From an optimization exercise on the open Yosys and OpenROAD flow, aimed at small area and a short achievable clock period; shortcuts taken in it are not production practice. No run shown here included a check of the RTL's function; only the layout flow was run. Power is estimated from default activity; no workload was simulated.

## flow/design.v (module list and top-level ports; edited modules follow where they fit)
// module FA: 9 lines
// module HA: 8 lines
// module RADD: 6 lines
// module YADD: 8 lines
// module YSEL: 48 lines
// module XOR2M: 6 lines
// module INV: 5 lines
// module G_INV: 5 lines
// module G_XOR2: 6 lines
// module G_XNOR2: 6 lines
// module G_NAND2: 6 lines
// module G_NOR2: 6 lines
// module G_AOI21: 7 lines
// module G_OAI21: 7 lines
// module G_AND2: 6 lines
// module G_OR2: 6 lines
// module G_ANDN: 6 lines
// module G_ORN: 6 lines
// module G_AO21: 7 lines
// module G_MUX2: 7 lines
// module G_MUX4: 10 lines
// module QCAND: 11 lines
// module FIR_transposed: 6070 lines
module FIR_transposed(clk, reset, noisy_signal, filtered_real);
  // ...
==> flow/run.sh <==
#!/bin/bash
# synth_recipe.tcl (not shown) runs the flow's synth.tcl, then flattens the netlist and writes it again
# the make line also repeats each setting of config.mk as NAME=value (left out here)
make -C /OpenROAD-flow-scripts/flow DESIGN_CONFIG=/design/flow/config.mk WORK_HOME=/design/flow/orfs CLKGATE_MAP_FILE= SYNTH_SCRIPT=/design/flow/synth_recipe.tcl finish
==> flow/config.mk <==
export PLATFORM = sky130hd
export DESIGN_NAME = FIR_transposed
export DESIGN_NICKNAME = FIR_transposed
export VERILOG_FILES = /design/flow/design.v
export SDC_FILE = /design/flow/constraint.sdc
export NUM_CORES = 8
export LEC_CHECK = 0
export ABC_CLOCK_PERIOD_IN_PS = 2000
export CAP_MARGIN = 20
export CORE_MARGIN = 2
export CORE_UTILIZATION = 40
export SETUP_SLACK_MARGIN = 0
export SLEW_MARGIN = 20
export SYNTH_HIERARCHICAL = 1
==> flow/constraint.sdc <==
create_clock -name core_clock -period 13.0 [get_ports {clk}]
set_input_delay 2.6000 -clock core_clock [delete_from_list [all_inputs] [get_ports {clk}]]
set_output_delay 2.6000 -clock core_clock [all_outputs]
set_load 0.01 [all_outputs]
==> impl_metrics.env, run 1 <==
export IMPL_yosysTopAreaCell="fa_1"
export IMPL_hpwl_um=183000
export IMPL_seq_area_frac_synth_pct=25.5
export IMPL_drtIter0Drc=2986
export IMPL_synth_area_per_cell_um2=14.5
export IMPL_internal_power_mw=13.9
export IMPL_synth_compound_area_share_pct=0.876
export IMPL_die_w_um=431
export IMPL_powerClk_mw=2.85
export IMPL_numCtsBuffers=96
export IMPL_outcome="no timing/DRC/antenna violations"
export IMPL_grt_remaining_overflow=0
export IMPL_worst_path_stages=17
export IMPL_cts_path_max_buffers=3
export IMPL_setup_tns_ns=0
export IMPL_drtAntennaViolNets=0
export IMPL_finClkSkew_ns=0.0701
export IMPL_dieArea_um2=186000
export IMPL_buffers_excl_clock=64
export IMPL_endpoint_kind="primary output"
export IMPL_met1Wirelength_um=86300
export IMPL_worst_path_buf_inv=1
export IMPL_synth_area_leaders="fa_1 58%, dfxtp_1 26%, nand2_1 2.9%"
export IMPL_ff_latch_area_um2=18600
export IMPL_startpoint_type="flop"
export IMPL_synth_top_family_by_area="adder cells"
export IMPL_avgRoutedWirePerCell_um=28.1
export IMPL_ys_async_sr_fraction_pct=0
export IMPL_fin_crit_sh_pct=70.5
export IMPL_grt_pass1_vias=44500
export IMPL_initial_core_util_pct=40.3
==> inputs of run 2 (changes only) <==
==> flow/flow/run.sh (new file) <==
#!/bin/bash
# Standard layout with a larger setup-repair margin.
bash standard.sh SETUP_SLACK_MARGIN=5.9 finish > standard.log 2>&1
==> flow/standard.sh (new file) <==
#!/bin/bash
# synth_recipe.tcl (not shown) runs the flow's synth.tcl, then flattens the netlist and writes it again
# the make line also repeats each setting of config.mk as NAME=value (left out here)
make -C /OpenROAD-flow-scripts/flow DESIGN_CONFIG=/design/flow/config.mk WORK_HOME=/design/flow/orfs CLKGATE_MAP_FILE= SYNTH_SCRIPT=/design/flow/synth_recipe.tcl "${@:-finish}"
--- a/flow/config.mk
+++ b/flow/config.mk
@@ -10,5 +10,5 @@
 export CORE_MARGIN = 2
 export CORE_UTILIZATION = 40
-export SETUP_SLACK_MARGIN = 0
+export SETUP_SLACK_MARGIN = 5
 export SLEW_MARGIN = 20
 export SYNTH_HIERARCHICAL = 1
removed: flow/run.sh
==> run 2 against run 1 <==
Effect of this change: still clean on timing, DRC and antenna; synthesized cell count unchanged; clock-buffer cell count up 2; core utilization up 0.93 points; non-clock buffer count up 82; sequential power about the same; clock power up 4%; critical path type unchanged.
==> impl_metrics.env, run 2 <==
export IMPL_outcome="no timing/DRC/antenna violations"
export IMPL_area_growth_syn_to_layout_pct=10.3
export IMPL_worst_path_buf_inv=5
export IMPL_ys_warnings_count=7
export IMPL_drtIter0Drc=3144
export IMPL_cp_common_cell="buf_6"
export IMPL_ff_latch_area_um2=18600
export IMPL_reg_largest_list="Sa x31, T1a x31, T2a x27"
export IMPL_final_cell_mix="2,112 x fa_1, 913 x dfxtp_1, 549 x nand2_1"
export IMPL_p_sw_mw=11.8
export IMPL_top_layer="met4"
export IMPL_portBuffers=33
export IMPL_netlist_area_leader_share_pct=58.5
export IMPL_drt_pass1_iterations=5
export IMPL_wl_met3_um=15200
export IMPL_remaining_drc_errors=0
export IMPL_synth_area_um2=72900
export IMPL_gp_congestion=0.952
export IMPL_grt_antenna_before_repair=0
export IMPL_fmax_ghz=0.130
export IMPL_internal_power_mw=14.9
export IMPL_cts_tree="done"
export IMPL_syn_nets=7275
export IMPL_synth_area_leaders="fa_1 58%, dfxtp_1 26%, nand2_1 2.9%"
export IMPL_setup_tns_ns=0
export IMPL_die_w_um=431
export IMPL_tightest_slew_ns=0.968
export IMPL_drv_cap=0
export IMPL_synth_commonest_cells="2,128 x fa_1, 929 x dfxtp_1, 554 x nand2_1"
export IMPL_grt_pass1_vias=45000
export IMPL_grt_pass1_wl_um=312000
export IMPL_critPathKind="reg2out"
export IMPL_hp_class="reg2reg"
export IMPL_viasPerCell=5.12
export IMPL_initial_core_util_pct=40.3
export IMPL_crit_required_ns=10.40
export IMPL_crit_chain="xor2_4 -> and2_4 -> a21o_1 -> a21o_1 -> a21o_4 -> a21o_4 -> buf_6 -> a21o_1 -> xor2_1 -> buf_6 -> buf_12 -> or4_4 -> or3_4 -> buf_6 -> xnor2_2 -> mux2_4 -> mux2_4 -> mux2_4 -> buf_6"
export IMPL_avgRoutedWirePerCell_um=27.9
export IMPL_dieArea_um2=186000
export IMPL_die_h_um=431
export IMPL_pre_cts_slack_ns=4.48
export IMPL_fin_crit_ns=7.71
export IMPL_irDropWorstVdd_v=0.000628
export IMPL_hpwl_um=182000
export IMPL_grt_setup_unrepaired="true"
export IMPL_num_io_pins=34
export IMPL_endpoint_kind="primary output"
export IMPL_postSynthRegisterBits=929
export IMPL_layout_nets=7399
export IMPL_setup_viol=0
export IMPL_postCtsHoldBufs=0
export IMPL_core_um2=181000
export IMPL_syn_inst=5034
export IMPL_rows=156
export IMPL_swShare_pct=44.1
export IMPL_num_vias=38900
export IMPL_grtUsageTotal_pct=23.8
export IMPL_cp_max_fo=6
export IMPL_grt_max_degree=171
export IMPL_startpoint_type="flop"
export IMPL_clock_latency_ns=0.75
export IMPL_multi_input_area_um2=53200
export IMPL_seq_area_frac_synth_pct=25.5
export IMPL_clock_sinks=929
export IMPL_maxSlewViolCount=0
export IMPL_drive_gt1_share_pct=10.8
export IMPL_p_per_area_nw_per_um2=333
export IMPL_n_antenna_cell=0
export IMPL_yosysTopAreaCell="fa_1"
export IMPL_drtAntennaViolNets=0
export IMPL_met1Wirelength_um=87300
export IMPL_synth_edf_count=0
export IMPL_seqPwrFrac_pct=12.5
export IMPL_worstPathArrival_ns=5.11
export IMPL_crit_family="simple AND/OR/NAND/NOR gates"
export IMPL_ctsHtreeMaxLevel=3
export IMPL_synthDistinctLibCells=37
export IMPL_final_common_cell="fa_1"
export IMPL_cp_slowest_cell="or4_4"
export IMPL_cts_path_max_buffers=3
export IMPL_fin_crit_sh_pct=59.3
export IMPL_critPathMaxStageDelay_ns=0.48
export IMPL_cts_root_buf="clkbuf_16"
export IMPL_hold_violations=0
export IMPL_fillers=16200
export IMPL_pwr_share_comb_pct=76.5
export IMPL_pwr_share_clk_pct=11.0
export IMPL_p_leak_nw=32.1
export IMPL_fin_ws_ns=5.29
export IMPL_wl_met2_um=100000
export IMPL_finClkSkew_ns=0.0506
export IMPL_path_clk_slew_ns=0.07
export IMPL_grt_remaining_overflow=0
export IMPL_routed_wl_um=212000
export IMPL_yosysMostFrequentCell="fa_1"
export IMPL_synth_area_per_cell_um2=14.5
export IMPL_numCtsBuffers=98
export IMPL_ys_async_sr_fraction_pct=0
export IMPL_slew_headroom_pct=35.4
export IMPL_ys_flop_type="dfxtp_1"
[run 2: cell counts after synthesis]
No cell type changed its count.
[run 2: timing repair]
item / 4_1_cts / 5_1_grt
gates resized for setup: 261 / 111
setup endpoints to repair: 16 / 24
pin swaps: 42 / 41
setup buffers: 59 / 24
endpoints found under the hold margin: 0 / 0
[run 2: cells by family (layout without fill, tap and decap cells)]
kind of cell | count (synthesis) | count (layout) | synth area share, %
multiplexers | 111 | 111 | 2.29
XOR/XNOR | 167 | 167 | 2.01
AND/OR/NAND/NOR | 1175 | 1175 | 6.65
adder cells (fa/ha/maj) | 2223 | 2223 | 60.1
buffers and inverters | 342 | 546 | 2.57
AO/OA/AOI/OAI | 87 | 87 | 0.876
flip-flops | 929 | 929 | 25.5
[run 2: power groups by stage]
| stage | clock network (mW) | registers [mW] | logic [mW] |
|---|---|---|---|
| 2_1_floorplan | 0 | 3.35 | 13.1 |
| 3_3_place_gp | 0 | 3.38 | 18.6 |
| 3_5_place_dp | 0 | 3.38 | 18.8 |
| 4_1_cts | 3.01 | 3.32 | 20.0 |
| 5_1_grt | 3.12 | 3.35 | 22.7 |
| 6_report | 2.95 | 3.33 | 20.4 |
[run 2: area by class of cell]
type,instances,share of cell area (%)
clock buffer,135,3.50
timing repair buffer,146,1.70
tap,2370,3.69
multi-input combinational,3763,66.2
clock inverter,45,0.730
sequential,929,23.2
inverter,220,1.04
[run 2: worst paths after layout]
kind            from                 to  slack, ns  cells after the start
max            Sb[4]  filtered_real[10]       5.29                     19
min          T1a[30]             Sa[30]       0.34                      1
max reg2reg  h29[12]            T1a[22]       6.01                     15
min reg2reg  T1a[30]             Sa[30]       0.34                      1
[run 2: per-stage QoR]
step | hold WS [ns] | total power, mW | instance area, um2 | utilization, % | instances
after floorplan | 0.351 | 16.5 | 72900 | - | 5034
after global placement | 0.353 | 21.9 | 75400 | 41.7 | 7344
after detailed placement | 0.355 | 22.2 | 75400 | 41.7 | 7345
after CTS | 0.327 | 26.3 | 79700 | 44.1 | 7584
after global routing | 0.346 | 29.1 | 80400 | 44.4 | 7608
final | 0.339 | 26.7 | 80400 | 44.4 | 7608
[run 2: modules after synthesis, one instance, submodules excluded, a selection]
module | cells | flip-flops and latches
FIR_transposed | 2166 | 929
QCAND | 160 | 0
G_MUX2 | 1 | 0
G_ANDN | 1 | 0
G_AOI21 | 1 | 0
G_AO21 | 1 | 0
G_OR2 | 1 | 0
G_AND2 | 1 | 0
G_NOR2 | 1 | 0
INV | 1 | 0
G_INV | 1 | 0
[run 2: metal layers]
layer	GRT usage [%]	vias to the layer above
met5	0	-
met4	8.88	0
met3	4.64	407
met2	37.9	1397
met1	32.4	21600
li1	-	15500
==> inputs of run 3 (changes only) <==
==> flow/flow/run.sh (replaced) <==
#!/bin/bash
# Standard layout with a larger setup-repair margin.
bash standard.sh SETUP_SLACK_MARGIN=6.3 finish > standard.log 2>&1
==> run 3 against run 2 <==
Effect of this change: worst setup slack got worse by 0.0015 ns; highest routed layer unchanged; via count rose by 0.46%; non-clock buffer count rose by 58; global-route usage rose by 0.056 points; worst hold slack got worse by 0.0033 ns; register-to-register slack improved by 0.34 ns; sequential cell count did not move; clock skew barely moved.
==> impl_metrics.env, run 3 <==
export IMPL_outcome="no timing/DRC/antenna violations"
export IMPL_grt_pass1_vias=45100
export IMPL_endpoint_kind="primary output"
export IMPL_synth_area_per_cell_um2=14.5
export IMPL_synth_area_um2=72900
export IMPL_reg_largest_list="Sa x31, T1a x31, T2a x27"
export IMPL_cts_tree="done"
export IMPL_fmax_ghz=0.130
export IMPL_drt_pass1_iterations=7
export IMPL_layout_nets=7457
export IMPL_setup_tns_ns=0
export IMPL_irDropWorstVdd_v=0.000705
export IMPL_syn_inst=5034
export IMPL_num_io_pins=34
export IMPL_hp_start="T1a[30]"
export IMPL_grt_remaining_overflow=0
export IMPL_seq_area_frac_synth_pct=25.5
export IMPL_grt_setup_unrepaired="true"
export IMPL_crit_required_ns=10.40
export IMPL_drtAntennaViolNets=0
export IMPL_r2r_worst_path_cells=14
export IMPL_whs_ns=0.336
export IMPL_netlist_area_leader_share_pct=58.5
export IMPL_portBuffers=33
export IMPL_avgRoutedWirePerCell_um=27.8
export IMPL_grt_max_degree=171
export IMPL_grt_pass1_wl_um=313000
export IMPL_drtIter0Drc=3075
export IMPL_ys_flop_type="dfxtp_1"
export IMPL_clock_latency_ns=0.75
export IMPL_yosysTopAreaCell="fa_1"
export IMPL_area_growth_syn_to_layout_pct=11.9
export IMPL_postCtsHoldBufs=0
export IMPL_die_h_um=431
export IMPL_hpwl_um=182000
export IMPL_ff2ff_setup_slack_ns=6.35
export IMPL_final_cell_mix="1,972 x fa_1, 859 x dfxtp_1, 549 x nand2_1"
export IMPL_ys_warnings_count=7
export IMPL_fin_crit_sh_pct=59.4
export IMPL_worstPathArrival_ns=5.12
export IMPL_r2r_start="h22[9]"
export IMPL_seqPwrFrac_pct=12.4
export IMPL_path_clk_slew_ns=0.07
export IMPL_numCtsBuffers=98
export IMPL_grt_antenna_before_repair=1
export IMPL_synth_edf_count=0
export IMPL_dp_cells=7345
export IMPL_synth_commonest_cells="2,128 x fa_1, 929 x dfxtp_1, 554 x nand2_1"
export IMPL_ctsHtreeMaxLevel=3
export IMPL_final_common_cell="fa_1"
export IMPL_yosysMostFrequentCell="fa_1"
export IMPL_pwr_share_clk_pct=11.0
export IMPL_tightest_slew_ns=0.962
export IMPL_synthDistinctLibCells=37
export IMPL_hp_class="reg2reg"
export IMPL_multi_input_area_um2=53700
export IMPL_setup_viol=0
export IMPL_pwr_share_comb_pct=76.6
export IMPL_drv_cap=0
export IMPL_clock_sinks=929
export IMPL_startpoint_type="flop"
export IMPL_hold_end="Sa[30]"
export IMPL_grtUsageTotal_pct=23.9
export IMPL_gp_congestion=0.952
export IMPL_swShare_pct=44.0
export IMPL_rows=156
export IMPL_die_w_um=431
export IMPL_cts_root_buf="clkbuf_16"
export IMPL_p_per_area_nw_per_um2=329
export IMPL_viasPerCell=5.10
export IMPL_ys_async_sr_fraction_pct=0
export IMPL_worstReg2RegEnd="T1a[22]"
export IMPL_cp_max_fo=6
export IMPL_initial_core_util_pct=40.3
export IMPL_ff_latch_area_um2=18700
export IMPL_finClkSkew_ns=0.0507
export IMPL_syn_nets=7275
export IMPL_postSynthRegisterBits=929
export IMPL_core_um2=181000
export IMPL_hold_violations=0
export IMPL_fin_crit_ns=7.72
export IMPL_dieArea_um2=186000
export IMPL_cts_path_max_buffers=3
export IMPL_internal_power_mw=15.1
export IMPL_num_vias=39100
export IMPL_maxSlewViolCount=0
export IMPL_remaining_drc_errors=0
export IMPL_routed_wl_um=213000
export IMPL_fillers=16100
export IMPL_cp_startpoint="Sb[4]"
export IMPL_drive_gt1_share_pct=16.1
export IMPL_critPathKind="reg2out"
export IMPL_slew_headroom_pct=35.8
export IMPL_p_sw_mw=11.8
export IMPL_p_leak_nw=32.3
export IMPL_finalNonFillerCells=7667
export IMPL_synth_area_leaders="fa_1 58%, dfxtp_1 26%, nand2_1 2.9%"
export IMPL_whs_path_depth=1
==> run 3: cell count changes in the layout (fill, tap and decap cells not counted), sizes merged <==
cell    delta
buf       +59
clkbuf     -1
diode      +1
==> run 3: logic make-up after synthesis <==
family          count (synthesis)  synth area share (%)
buf+inv                       342                  2.57
flops                         929                  25.5
mux                           111                  2.29
fa+ha+maj                    2223                  60.1
compound gates                 87                 0.876
xor+xnor                      167                  2.01
simple gates                 1175                  6.65
==> run 3: cell type report <==
class | instances | share of cell area (%)
Timing Repair Buffer | 204 | 2.41
Clock inverter | 45 | 0.719
Antenna cell | 1 | 0.00307
Clock buffer | 135 | 3.45
Tap cell | 2370 | 3.64
Sequential cell | 929 | 23.0
Inverter | 220 | 1.03
Multi-Input combinational cell | 3763 | 65.8
==> run 3: power by group through the flow <==
stage / registers [mW] / clock network (mW) / logic (mW)
after floorplan: 3.35 / 0 / 13.1
after global placement: 3.38 / 0 / 18.6
after detailed placement: 3.38 / 0 / 18.8
after CTS: 3.32 / 3.01 / 20.1
after global routing: 3.35 / 3.13 / 22.8
final: 3.33 / 2.95 / 20.6
==> run 3: worst max-delay path, cell delays in order, from the launching register on <==
cell	delay, ns
dfxtp_4	0.37
xor2_4	0.19
and2_4	0.17
a21o_1	0.19
a21o_1	0.17
a21o_4	0.21
a21o_4	0.25
buf_6	0.13
a21o_1	0.15
xor2_1	0.16
buf_6	0.14
buf_12	0.12
or4_4	0.48
or3_4	0.44
buf_6	0.14
xnor2_2	0.11
mux2_4	0.26
mux2_4	0.26
mux2_4	0.29
buf_6	0.12
==> run 3: stage by stage <==
stage | util, % | instance area [um2] | worst slack [ns] | power, mW
after floorplan | - | 72900 | 5.81 | 16.5
after global placement | 41.7 | 75400 | 4.62 | 21.9
after detailed placement | 41.7 | 75400 | 4.48 | 22.2
after CTS | 44.4 | 80300 | 5.15 | 26.4
after global routing | 45.1 | 81600 | 5.12 | 29.3
final | 45.1 | 81600 | 5.28 | 26.9
==> run 3: per-layer routing <==
metal  wire, um  share of wire (%)  vias up  GRT usage (%)
met5          0                  0        -              0
met4       8890                4.2        0           8.65
met3      15800                7.4      401           4.88
met2     101000                 48     1399           38.0
met1      87100                 41    21700           32.4
li1           -                  -    15600              -
==> run 3: how the worst max path moves through the flow <==
stage	endpoint	slack (ns)	cells after the start
2_1_floorplan	filtered_real[0]	5.81	4
3_3_place_gp	filtered_real[12]	4.62	11
3_5_place_dp	filtered_real[15]	4.48	17
4_1_cts	filtered_real[11]	5.15	20
5_1_grt	filtered_real[12]	5.12	19
6_report	filtered_real[10]	5.28	19
==> run 3: modules after synthesis (local to each module, per instance), a selection <==
module	area, um2	flops+latches
FA	20.0	0
FIR_transposed	23800	929
G_ANDN	13.8	0
G_AOI21	8.76	0
G_INV	3.75	0
G_MUX2	15.0	0
G_NAND2	3.75	0
G_NOR2	3.75	0
G_XOR2	8.76	0
QCAND	1080	0
==> run 3: timing repair <==
action	CTS	global route
setup buffers	87	54
gates resized for setup	414	216
gates cloned	0	0
setup endpoints to repair	37	31
pin swaps	68	90

[separate check: timing with driven ports]
In the flow no input, the clock included, has a driving cell. The finished layouts below were timed again as built, in two steps.
Step 1 (the two cells are an assumption about what drives the block):
set clk [get_ports {clk}]
set_driving_cell -lib_cell sky130_fd_sc_hd__clkbuf_16 $clk
set_driving_cell -lib_cell sky130_fd_sc_hd__buf_2 [delete_from_list [all_inputs] $clk]
Step 2 moves the port delays by t, midway between the first and last clock arrival at a register: inputs arrive t later, outputs are due t later. That takes back most of the time a late clock gives input paths.
Slacks: ideal ports / drivers / drivers and shift; pairs: ideal ports / drivers.
| run | t (ns) | setup slack, ns | hold WS [ns] | worst setup path after step 2 | worst register clock-pin slew, ns |
|---|---|---|---|---|---|
| run 1 | 0.802 | 3.838 / 3.753 / 4.555 | 0.312 / 0.312 / 0.312 | register to output | 0.07 / 0.07 |
| run 2 | 0.809 | 5.285 / 5.201 / 5.694 | 0.339 / 0.339 / 0.339 | input to output | 0.07 / 0.07 |
| run 3 | 0.805 | 5.284 / 5.200 / 5.700 | 0.336 / 0.336 / 0.336 | input to output | 0.07 / 0.07 |
After both steps every run listed still meets setup and hold.
